This is an optimization exercise on Yosys and OpenROAD, whose aim is a short achievable clock period and few clock cycles, not a production implementation.
Only simulation tests tie the RTL to the original design; equivalence was not proved.

==> inputs of v4 <==
## rv32_core
module rv32_core (
  input logic clk,
  input logic rst_n,
  output logic [31:0] imem_addr,
  input logic [31:0] imem_rdata,
  output logic dmem_valid,
  output logic dmem_we,
  output logic [31:0] dmem_addr,
  output logic [31:0] dmem_wdata,
  output logic [3:0] dmem_wstrb,
  input logic dmem_ready,
  input logic [31:0] dmem_rdata,
  output logic mmio_we,
  output logic [31:0] mmio_addr,
  output logic [31:0] mmio_wdata,
  input logic [31:0] mmio_rdata
);
==> flow/config.mk <==
export PLATFORM = sky130hd
export DESIGN_NAME = rv32_core
export DESIGN_NICKNAME = rv32_core
export VERILOG_FILES = /design/flow/design.v
export SDC_FILE = /design/flow/constraint.sdc
export NUM_CORES = 4
export LEC_CHECK = 0
export CAP_MARGIN = 20
export CORE_MARGIN = 2
export CORE_UTILIZATION = 35
export PLACE_DENSITY = 0.5
export SETUP_SLACK_MARGIN = 4.0
export SLEW_MARGIN = 20
export TNS_END_PERCENT = 100
==> flow/constraint.sdc <==
create_clock -name core_clock -period 8.0 [get_ports {clk}]
set_input_delay 1.6000 -clock core_clock [delete_from_list [all_inputs] [get_ports {clk}]]
set_output_delay 1.6000 -clock core_clock [all_outputs]
set_load 0.01 [all_outputs]
run.sh (not shown) runs the stock make flow with config.mk's settings and CLKGATE_MAP_FILE= SYNTH_SCRIPT=/design/flow/synth_recipe.tcl, a recipe that flattens the netlist after the stock synthesis.
==> inputs of v28, as changes to v4 <==
--- a/flow/design.v
+++ b/flow/design.v
@@ -149,16 +149,14 @@
   input logic [31:0] mmio_rdata
 );
   localparam int BHT_N = 64;
   logic stall_mem;    
   logic stall_id;     
   logic redirect;     
   logic [31:0] redirect_pc;
-  logic id_flip;      
-  logic [31:0] id_target;
   logic [31:0] pc_q, pc_a, pc_b, pc_b_d, if_pc4;
   logic pc_sel;
   logic [31:0] fi;
   logic f_is_jal, f_is_br, f_pred, f_bpred;
   logic [1:0] bht [0:BHT_N-1];
   logic [1:0] f_ctr;
   assign pc_q = ({32{pc_sel}} & pc_a) | ({32{!pc_sel}} & pc_b);
@@ -177,35 +175,31 @@
   assign pb_tb = pc_b + imm_fb;
   assign ctr_a = bht[pc_a[7:2]];
   assign ctr_b = bht[pc_b[7:2]];
   assign if_pc4 = ({32{pc_sel}} & pa4) | ({32{!pc_sel}} & pb4);
   assign f_ctr = ({2{pc_sel}} & ctr_a) | ({2{!pc_sel}} & ctr_b);
   assign f_is_jal = (fi[6:0] == rv32_pkg::OP_JAL);
   assign f_is_br = (fi[6:0] == rv32_pkg::OP_BRANCH);
-  assign f_bpred = fi[31];
+  assign f_bpred = (f_ctr == 2'b11) | ((f_ctr != 2'b00) & fi[31]);
   assign f_pred = f_is_jal | (f_is_br & f_bpred);
   logic s_hold, s_aj, s_bj, s_ab, s_bb, s_a4, s_b4;
   assign s_hold = stall_id;
-  logic s_go;
-  assign s_go = !stall_id && !id_flip;
-  assign s_aj = s_go && f_pred && pc_sel && fi[3];
-  assign s_bj = s_go && f_pred && !pc_sel && fi[3];
-  assign s_ab = s_go && f_pred && pc_sel && !fi[3];
-  assign s_bb = s_go && f_pred && !pc_sel && !fi[3];
-  assign s_a4 = s_go && !f_pred && pc_sel;
-  assign s_b4 = s_go && !f_pred && !pc_sel;
+  assign s_aj = !stall_id && f_pred && pc_sel && fi[3];
+  assign s_bj = !stall_id && f_pred && !pc_sel && fi[3];
+  assign s_ab = !stall_id && f_pred && pc_sel && !fi[3];
+  assign s_bb = !stall_id && f_pred && !pc_sel && !fi[3];
+  assign s_a4 = !stall_id && !f_pred && pc_sel;
+  assign s_b4 = !stall_id && !f_pred && !pc_sel;
   assign pc_b_d = ({32{s_hold && pc_sel}} & pc_a) | ({32{s_hold && !pc_sel}} & pc_b)
-                | ({32{id_flip}} & id_target)
                 | ({32{s_aj}} & pa_tj) | ({32{s_bj}} & pb_tj)
                 | ({32{s_ab}} & pa_tb) | ({32{s_bb}} & pb_tb)
                 | ({32{s_a4}} & pa4) | ({32{s_b4}} & pb4);
   logic ifid_valid;
   logic [31:0] ifid_pc, ifid_pc4, ifid_instr;
   logic ifid_pred;
-  logic [1:0] ifid_ctr;      
   logic [31:1] ifid_rs1oh, ifid_rs2oh;    
   logic [31:0] di;
   logic [6:0] d_op;
   logic [2:0] d_f3;
   logic [4:0] d_rs1, d_rs2, d_rd;
   logic d_lui, d_auipc, d_jal, d_jalr, d_br, d_ld, d_st, d_opi, d_opr;
   logic d_use1, d_use2, d_regw, d_srcimm, d_arith;
@@ -245,29 +239,24 @@
   assign d_lgsel = {d_f3 == 3'b100, d_f3 == 3'b110, d_f3 == 3'b111};
   assign d_cmpsel = {d_f3[0], !d_f3[0]};
   assign d_imm_i = {{20{di[31]}}, di[31:20]};
   assign d_imm_s = {{20{di[31]}}, di[31:25], di[11:7]};
   assign d_imm_b = {{20{di[31]}}, di[7], di[30:25], di[11:8], 1'b0};
   assign d_imm_u = {di[31:12], 12'd0};
   assign d_pcimm = ifid_pc + d_imm_b;
-  logic d_pred;
-  assign d_pred = !d_br ? ifid_pred : (ifid_ctr == 2'b11) ? 1'b1 : (ifid_ctr == 2'b00) ? 1'b0 : ifid_pred;
-  assign id_flip = ifid_valid && d_br && (d_pred != ifid_pred) && !stall_id;
-  assign id_target = d_pred ? d_pcimm : ifid_pc4;
-  assign d_alt = d_pred ? ifid_pc4 : d_pcimm;
+  assign d_alt = ifid_pred ? ifid_pc4 : d_pcimm;
   always_comb begin
     if (d_st) d_imm = d_imm_s;
     else if (d_lui || d_auipc) d_imm = d_imm_u;
     else d_imm = d_imm_i;
   end
   logic exmem_wr, exmem_ld, exmem_st, exmem_sign;
   logic [1:0] exmem_size;
   logic [4:0] exmem_rd;
   logic [31:0] exmem_res, exmem_sdata;
-  logic [31:0] exmem_fwd;
   logic memwb_wr;
   logic [4:0] memwb_rd;
   logic [31:0] memwb_res;
   logic [31:0] memwb_rfd;    
   logic [31:0] exmem_addr;   
   rv32_regfile u_rf (
     .clk(clk),
@@ -310,34 +299,34 @@
   logic ex_taken;
   function automatic logic [31:0] pick(input logic [2:0] sel, input logic [31:0] v,
                                        input logic [31:0] m, input logic [31:0] w);
     pick = ({32{sel[0]}} & v) | ({32{sel[1]}} & m) | ({32{sel[2]}} & w);
   endfunction
   logic [4:0] ex_shamt;
   assign ex_shamt = ({5{idex_ss[0]}} & idex_bv[4:0])
-                  | ({5{idex_ss[1]}} & exmem_fwd[4:0])
-                  | ({5{idex_ss[2]}} & memwb_rfd[4:0]);
+                  | ({5{idex_ss[1]}} & exmem_res[4:0])
+                  | ({5{idex_ss[2]}} & memwb_res[4:0]);
   logic [31:0] ex_sum_a, ex_sum_b;
   assign ex_sum_a = pick(idex_sa_sum, idex_v1, exmem_res, memwb_res);
   assign ex_sum_b = pick(idex_sb_sum, idex_bv, exmem_res, memwb_res);
   rv32_alu u_alu (
     .sum_a(ex_sum_a), .sum_b(ex_sum_b),
     .dif_a(pick(idex_sa_dif, idex_v1, exmem_res, memwb_res)),
     .dif_b(pick(idex_sb_dif, idex_bv, exmem_res, memwb_res)),
-    .oth_a(pick(idex_sa_oth, idex_v1, exmem_fwd, memwb_rfd)),
-    .oth_b(pick(idex_sb_oth, idex_bv, exmem_fwd, memwb_rfd)),
+    .oth_a(pick(idex_sa_oth, idex_v1, exmem_res, memwb_res)),
+    .oth_b(pick(idex_sb_oth, idex_bv, exmem_res, memwb_res)),
     .lg_sel(idex_lgsel),
     .cmp_sel(idex_cmpsel),
     .sh_sel(idex_shsel),
     .sr_arith(idex_arith), .shamt(ex_shamt), .y(ex_y), .sum_y(ex_sum)
   );
   logic [31:0] ex_ra, ex_jtarget;
   logic ex_hit;
-  assign ex_ra = pick(idex_sa_br, idex_v1, exmem_fwd, memwb_rfd);
-  assign ex_rs2 = pick(idex_sb_br, idex_v2, exmem_fwd, memwb_rfd);
+  assign ex_ra = pick(idex_sa_br, idex_v1, exmem_res, memwb_res);
+  assign ex_rs2 = pick(idex_sb_br, idex_v2, exmem_res, memwb_res);
   rv32_branch_unit u_bru (.csel(idex_csel), .a(ex_ra), .b(ex_rs2), .hit(ex_hit));
   assign ex_jtarget = ex_ra + idex_imm;
   assign ex_taken = ex_hit ^ idex_pred;
   assign redirect = !idex_kill && (idex_jalr || (idex_br && ex_hit));
   assign redirect_pc = idex_jalr ? {ex_jtarget[31:1], 1'b0} : idex_alt;
   always_comb begin
     unique case (idex_size)
@@ -368,15 +357,15 @@
     mem_raw = mem_mmio ? mmio_rdata : dmem_rdata;
     mem_sh = mem_raw >> {exmem_addr[1:0], 3'b000};
     unique case (exmem_size)
       2'd0: mem_load = {{24{exmem_sign & mem_sh[7]}}, mem_sh[7:0]};
       2'd1: mem_load = {{16{exmem_sign & mem_sh[15]}}, mem_sh[15:0]};
       default: mem_load = mem_sh;
     endcase
-    mem_res = exmem_ld ? mem_load : exmem_fwd;
+    mem_res = exmem_ld ? mem_load : exmem_res;
   end
   always_ff @(posedge clk) begin
     if (!rst_n) begin
       pc_b <= 32'd0;
       pc_sel <= 1'b0;
       ifid_valid <= 1'b0;
       idex_kill <= 1'b0;
@@ -388,15 +377,15 @@
       exmem_wr <= 1'b0;
       exmem_ld <= 1'b0;
       exmem_st <= 1'b0;
       memwb_wr <= 1'b0;
     end else if (!stall_mem) begin
       pc_b <= pc_b_d;
       pc_sel <= redirect;
-      if (redirect || id_flip) ifid_valid <= 1'b0;
+      if (redirect) ifid_valid <= 1'b0;
       else if (!stall_id) ifid_valid <= 1'b1;
       idex_kill <= redirect;
       idex_wr <= d_go && d_regw;
       idex_ld <= d_go && d_ld;
       idex_st <= d_go && d_st;
       idex_br <= d_go && d_br;
       idex_jalr <= d_go && d_jalr;
@@ -413,31 +402,30 @@
         ifid_pc4 <= if_pc4;
         ifid_instr <= fi;
         for (int i = 1; i < 32; i++) begin
           ifid_rs1oh[i] <= (fi[19:15] == 5'(i));
           ifid_rs2oh[i] <= (fi[24:20] == 5'(i));
         end
         ifid_pred <= f_pred;
-        ifid_ctr <= f_ctr;
       end
       pc_a <= redirect_pc;
-      idex_pred <= d_pred;
+      idex_pred <= ifid_pred;
       idex_arith <= d_arith;
       idex_sign <= !d_f3[2];
       idex_size <= d_f3[1:0];
       idex_rd <= d_rd;
       idex_bidx <= ifid_pc[7:2];
       idex_v1 <= d_v1;
       idex_v2 <= d_v2;
       idex_imm <= d_imm_i;
       idex_alt <= d_alt;
       idex_sa_br <= d_sa & {3{d_br || d_jalr}};
       idex_sb_br <= d_sb & {3{d_br || d_st}};
       idex_csel <= '0;
-      unique case ({d_f3[2:1], d_f3[0] ^ d_pred})
+      unique case ({d_f3[2:1], d_f3[0] ^ ifid_pred})
         3'b000: idex_csel[0] <= 1'b1;
         3'b001: idex_csel[1] <= 1'b1;
         3'b100: idex_csel[2] <= 1'b1;
         3'b101: idex_csel[3] <= 1'b1;
         3'b110: idex_csel[4] <= 1'b1;
         3'b111: idex_csel[5] <= 1'b1;
         default: ;
@@ -459,18 +447,15 @@
       exmem_size <= idex_size;
       exmem_sign <= idex_sign;
       memwb_rd <= exmem_rd;
       memwb_res <= mem_res;
       memwb_rfd <= exmem_wr ? mem_res : 32'd0;
     end
   end
-  always_ff @(posedge clk) begin
-    exmem_res <= ex_y;
-    exmem_fwd <= (idex_wr && !idex_kill) ? ex_y : 32'd0;
-  end
+  always_ff @(posedge clk) exmem_res <= ex_y;
   logic [BHT_N-1:0] bu_we;
   logic [1:0] bu_inc, bu_dec, ex_ctr;
   logic bu_taken;
   assign ex_ctr = bht[idex_bidx];
   always_ff @(posedge clk) begin
     for (int i = 0; i < BHT_N; i++) begin
       if (!rst_n) bu_we[i] <= 1'b0;
Settings changed: ABC_CLOCK_PERIOD_IN_PS set to 4000, CORE_UTILIZATION 35 to 40, PLACE_DENSITY 0.5 to 0.6.
==> inputs of v17, as changes to v4 <==
--- a/flow/design.v
+++ b/flow/design.v
@@ -144,21 +144,19 @@
   input logic dmem_ready,
   input logic [31:0] dmem_rdata,
   output logic mmio_we,
   output logic [31:0] mmio_addr,
   output logic [31:0] mmio_wdata,
   input logic [31:0] mmio_rdata
 );
-  localparam int BHT_N = 64;
+  localparam int BHT_N = 16;
   logic stall_mem;    
   logic stall_id;     
   logic redirect;     
   logic [31:0] redirect_pc;
-  logic id_flip;      
-  logic [31:0] id_target;
   logic [31:0] pc_q, pc_a, pc_b, pc_b_d, if_pc4;
   logic pc_sel;
   logic [31:0] fi;
   logic f_is_jal, f_is_br, f_pred, f_bpred;
   logic [1:0] bht [0:BHT_N-1];
   logic [1:0] f_ctr;
   assign pc_q = ({32{pc_sel}} & pc_a) | ({32{!pc_sel}} & pc_b);
@@ -171,41 +169,37 @@
   assign imm_fb = {{20{fi[31]}}, fi[7], fi[30:25], fi[11:8], 1'b0};
   assign pa4 = pc_a + 32'd4;
   assign pb4 = pc_b + 32'd4;
   assign pa_tj = pc_a + imm_fj;
   assign pb_tj = pc_b + imm_fj;
   assign pa_tb = pc_a + imm_fb;
   assign pb_tb = pc_b + imm_fb;
-  assign ctr_a = bht[pc_a[7:2]];
-  assign ctr_b = bht[pc_b[7:2]];
+  assign ctr_a = bht[pc_a[5:2]];
+  assign ctr_b = bht[pc_b[5:2]];
   assign if_pc4 = ({32{pc_sel}} & pa4) | ({32{!pc_sel}} & pb4);
   assign f_ctr = ({2{pc_sel}} & ctr_a) | ({2{!pc_sel}} & ctr_b);
   assign f_is_jal = (fi[6:0] == rv32_pkg::OP_JAL);
   assign f_is_br = (fi[6:0] == rv32_pkg::OP_BRANCH);
-  assign f_bpred = fi[31];
+  assign f_bpred = (f_ctr == 2'b11) | ((f_ctr != 2'b00) & fi[31]);
   assign f_pred = f_is_jal | (f_is_br & f_bpred);
   logic s_hold, s_aj, s_bj, s_ab, s_bb, s_a4, s_b4;
   assign s_hold = stall_id;
-  logic s_go;
-  assign s_go = !stall_id && !id_flip;
-  assign s_aj = s_go && f_pred && pc_sel && fi[3];
-  assign s_bj = s_go && f_pred && !pc_sel && fi[3];
-  assign s_ab = s_go && f_pred && pc_sel && !fi[3];
-  assign s_bb = s_go && f_pred && !pc_sel && !fi[3];
-  assign s_a4 = s_go && !f_pred && pc_sel;
-  assign s_b4 = s_go && !f_pred && !pc_sel;
+  assign s_aj = !stall_id && f_pred && pc_sel && fi[3];
+  assign s_bj = !stall_id && f_pred && !pc_sel && fi[3];
+  assign s_ab = !stall_id && f_pred && pc_sel && !fi[3];
+  assign s_bb = !stall_id && f_pred && !pc_sel && !fi[3];
+  assign s_a4 = !stall_id && !f_pred && pc_sel;
+  assign s_b4 = !stall_id && !f_pred && !pc_sel;
   assign pc_b_d = ({32{s_hold && pc_sel}} & pc_a) | ({32{s_hold && !pc_sel}} & pc_b)
-                | ({32{id_flip}} & id_target)
                 | ({32{s_aj}} & pa_tj) | ({32{s_bj}} & pb_tj)
                 | ({32{s_ab}} & pa_tb) | ({32{s_bb}} & pb_tb)
                 | ({32{s_a4}} & pa4) | ({32{s_b4}} & pb4);
   logic ifid_valid;
   logic [31:0] ifid_pc, ifid_pc4, ifid_instr;
   logic ifid_pred;
-  logic [1:0] ifid_ctr;      
   logic [31:1] ifid_rs1oh, ifid_rs2oh;    
   logic [31:0] di;
   logic [6:0] d_op;
   logic [2:0] d_f3;
   logic [4:0] d_rs1, d_rs2, d_rd;
   logic d_lui, d_auipc, d_jal, d_jalr, d_br, d_ld, d_st, d_opi, d_opr;
   logic d_use1, d_use2, d_regw, d_srcimm, d_arith;
@@ -245,19 +239,15 @@
   assign d_lgsel = {d_f3 == 3'b100, d_f3 == 3'b110, d_f3 == 3'b111};
   assign d_cmpsel = {d_f3[0], !d_f3[0]};
   assign d_imm_i = {{20{di[31]}}, di[31:20]};
   assign d_imm_s = {{20{di[31]}}, di[31:25], di[11:7]};
   assign d_imm_b = {{20{di[31]}}, di[7], di[30:25], di[11:8], 1'b0};
   assign d_imm_u = {di[31:12], 12'd0};
   assign d_pcimm = ifid_pc + d_imm_b;
-  logic d_pred;
-  assign d_pred = !d_br ? ifid_pred : (ifid_ctr == 2'b11) ? 1'b1 : (ifid_ctr == 2'b00) ? 1'b0 : ifid_pred;
-  assign id_flip = ifid_valid && d_br && (d_pred != ifid_pred) && !stall_id;
-  assign id_target = d_pred ? d_pcimm : ifid_pc4;
-  assign d_alt = d_pred ? ifid_pc4 : d_pcimm;
+  assign d_alt = ifid_pred ? ifid_pc4 : d_pcimm;
   always_comb begin
     if (d_st) d_imm = d_imm_s;
     else if (d_lui || d_auipc) d_imm = d_imm_u;
     else d_imm = d_imm_i;
   end
   logic exmem_wr, exmem_ld, exmem_st, exmem_sign;
   logic [1:0] exmem_size;
@@ -278,15 +268,15 @@
   assign d_v1 = d_auipc ? ifid_pc : !d_use1 ? 32'd0 : (memwb_wr && memwb_rd == d_rs1) ? memwb_rfd : rf_r1;
   assign d_v2 = (memwb_wr && memwb_rd == d_rs2) ? memwb_rfd : rf_r2;
   logic idex_kill;    
   logic idex_wr, idex_ld, idex_st, idex_br, idex_jalr;
   logic idex_pred, idex_arith, idex_sign;
   logic [1:0] idex_size;
   logic [4:0] idex_rd;
-  logic [5:0] idex_bidx;
+  logic [3:0] idex_bidx;
   logic [31:0] idex_v1, idex_v2, idex_imm, idex_alt;
   logic [2:0] idex_sa_sum, idex_sb_sum, idex_sa_dif, idex_sb_dif, idex_sa_oth, idex_sb_oth;
   logic [2:0] idex_ss;
   logic [1:0] idex_shsel;
   logic [2:0] idex_lgsel;
   logic [1:0] idex_cmpsel;
   logic [2:0] idex_sa_br, idex_sb_br;
@@ -388,15 +378,15 @@
       exmem_wr <= 1'b0;
       exmem_ld <= 1'b0;
       exmem_st <= 1'b0;
       memwb_wr <= 1'b0;
     end else if (!stall_mem) begin
       pc_b <= pc_b_d;
       pc_sel <= redirect;
-      if (redirect || id_flip) ifid_valid <= 1'b0;
+      if (redirect) ifid_valid <= 1'b0;
       else if (!stall_id) ifid_valid <= 1'b1;
       idex_kill <= redirect;
       idex_wr <= d_go && d_regw;
       idex_ld <= d_go && d_ld;
       idex_st <= d_go && d_st;
       idex_br <= d_go && d_br;
       idex_jalr <= d_go && d_jalr;
@@ -413,31 +403,30 @@
         ifid_pc4 <= if_pc4;
         ifid_instr <= fi;
         for (int i = 1; i < 32; i++) begin
           ifid_rs1oh[i] <= (fi[19:15] == 5'(i));
           ifid_rs2oh[i] <= (fi[24:20] == 5'(i));
         end
         ifid_pred <= f_pred;
-        ifid_ctr <= f_ctr;
       end
       pc_a <= redirect_pc;
-      idex_pred <= d_pred;
+      idex_pred <= ifid_pred;
       idex_arith <= d_arith;
       idex_sign <= !d_f3[2];
       idex_size <= d_f3[1:0];
       idex_rd <= d_rd;
-      idex_bidx <= ifid_pc[7:2];
+      idex_bidx <= ifid_pc[5:2];
       idex_v1 <= d_v1;
       idex_v2 <= d_v2;
       idex_imm <= d_imm_i;
       idex_alt <= d_alt;
       idex_sa_br <= d_sa & {3{d_br || d_jalr}};
       idex_sb_br <= d_sb & {3{d_br || d_st}};
       idex_csel <= '0;
-      unique case ({d_f3[2:1], d_f3[0] ^ d_pred})
+      unique case ({d_f3[2:1], d_f3[0] ^ ifid_pred})
         3'b000: idex_csel[0] <= 1'b1;
         3'b001: idex_csel[1] <= 1'b1;
         3'b100: idex_csel[2] <= 1'b1;
         3'b101: idex_csel[3] <= 1'b1;
         3'b110: idex_csel[4] <= 1'b1;
         3'b111: idex_csel[5] <= 1'b1;
         default: ;
@@ -470,15 +459,15 @@
   logic [BHT_N-1:0] bu_we;
   logic [1:0] bu_inc, bu_dec, ex_ctr;
   logic bu_taken;
   assign ex_ctr = bht[idex_bidx];
   always_ff @(posedge clk) begin
     for (int i = 0; i < BHT_N; i++) begin
       if (!rst_n) bu_we[i] <= 1'b0;
-      else bu_we[i] <= !stall_mem && idex_br && !idex_kill && (idex_bidx == 6'(i));
+      else bu_we[i] <= !stall_mem && idex_br && !idex_kill && (idex_bidx == 4'(i));
     end
     bu_taken <= ex_taken;
     bu_inc <= (ex_ctr == 2'b11) ? 2'b11 : ex_ctr + 2'd1;
     bu_dec <= (ex_ctr == 2'b00) ? 2'b00 : ex_ctr - 2'd1;
   end
   always_ff @(posedge clk) begin
     for (int i = 0; i < BHT_N; i++) begin
==> summary.txt <==
The lowest count of clock-buffer cells in the layout belongs to v17, the highest to v4.
The lowest register-to-register slack belongs to v28, the highest to v4.
First-iteration DRC count: v17 < v4 < v28.
In v4 the area after synthesis is higher than in v28, by about 0.26%.
The highest utilization belongs to v28, the lowest to v4.
The highest clock skew belongs to v4, the lowest to v28.
Wire length, lowest first: v17, v28, v4.
Testbench counts of v4, summed over its fixed seeds: cycles 178,277.
Testbench counts of v28, summed over its fixed seeds: cycles 174,594.
Testbench counts of v17, summed over its fixed seeds: cycles 174,832.

==> what the ideal ports hide <==
No port has a modelled driver above. Below, the same layouts with a new extraction and two added sets of constraints. Step 1 sets driving cells, clkbuf_16 on the clock port and buf_2 on the other inputs (assumed; they add their load-dependent delay and slew). Step 2 times the ports against the registers' clock, not the clock port: input delays grow and output delays shrink by t, the midpoint of the rising clock arrivals with the driver on. Slacks: ideal ports / drivers / drivers and shift; pairs: ideal ports / drivers.
run	t (ns)	setup slack, ns	clock arrival spread, ns	worst slew at a driven data input, ns	pins driven straight from the clock port
v4	0.988	3.794 / 3.794 / 3.126	0.129 / 0.128	0.07	1
v28	0.983	3.604 / 3.604 / 3.024	0.110 / 0.111	0.05	1
v17	0.957	3.771 / 3.771 / 3.198	0.083 / 0.084	0.06	1
After both steps every run listed still meets setup and hold. For v4, which loses most, drivers alone change the setup slack by 0.000 ns; drivers and shift together by -0.668 ns.
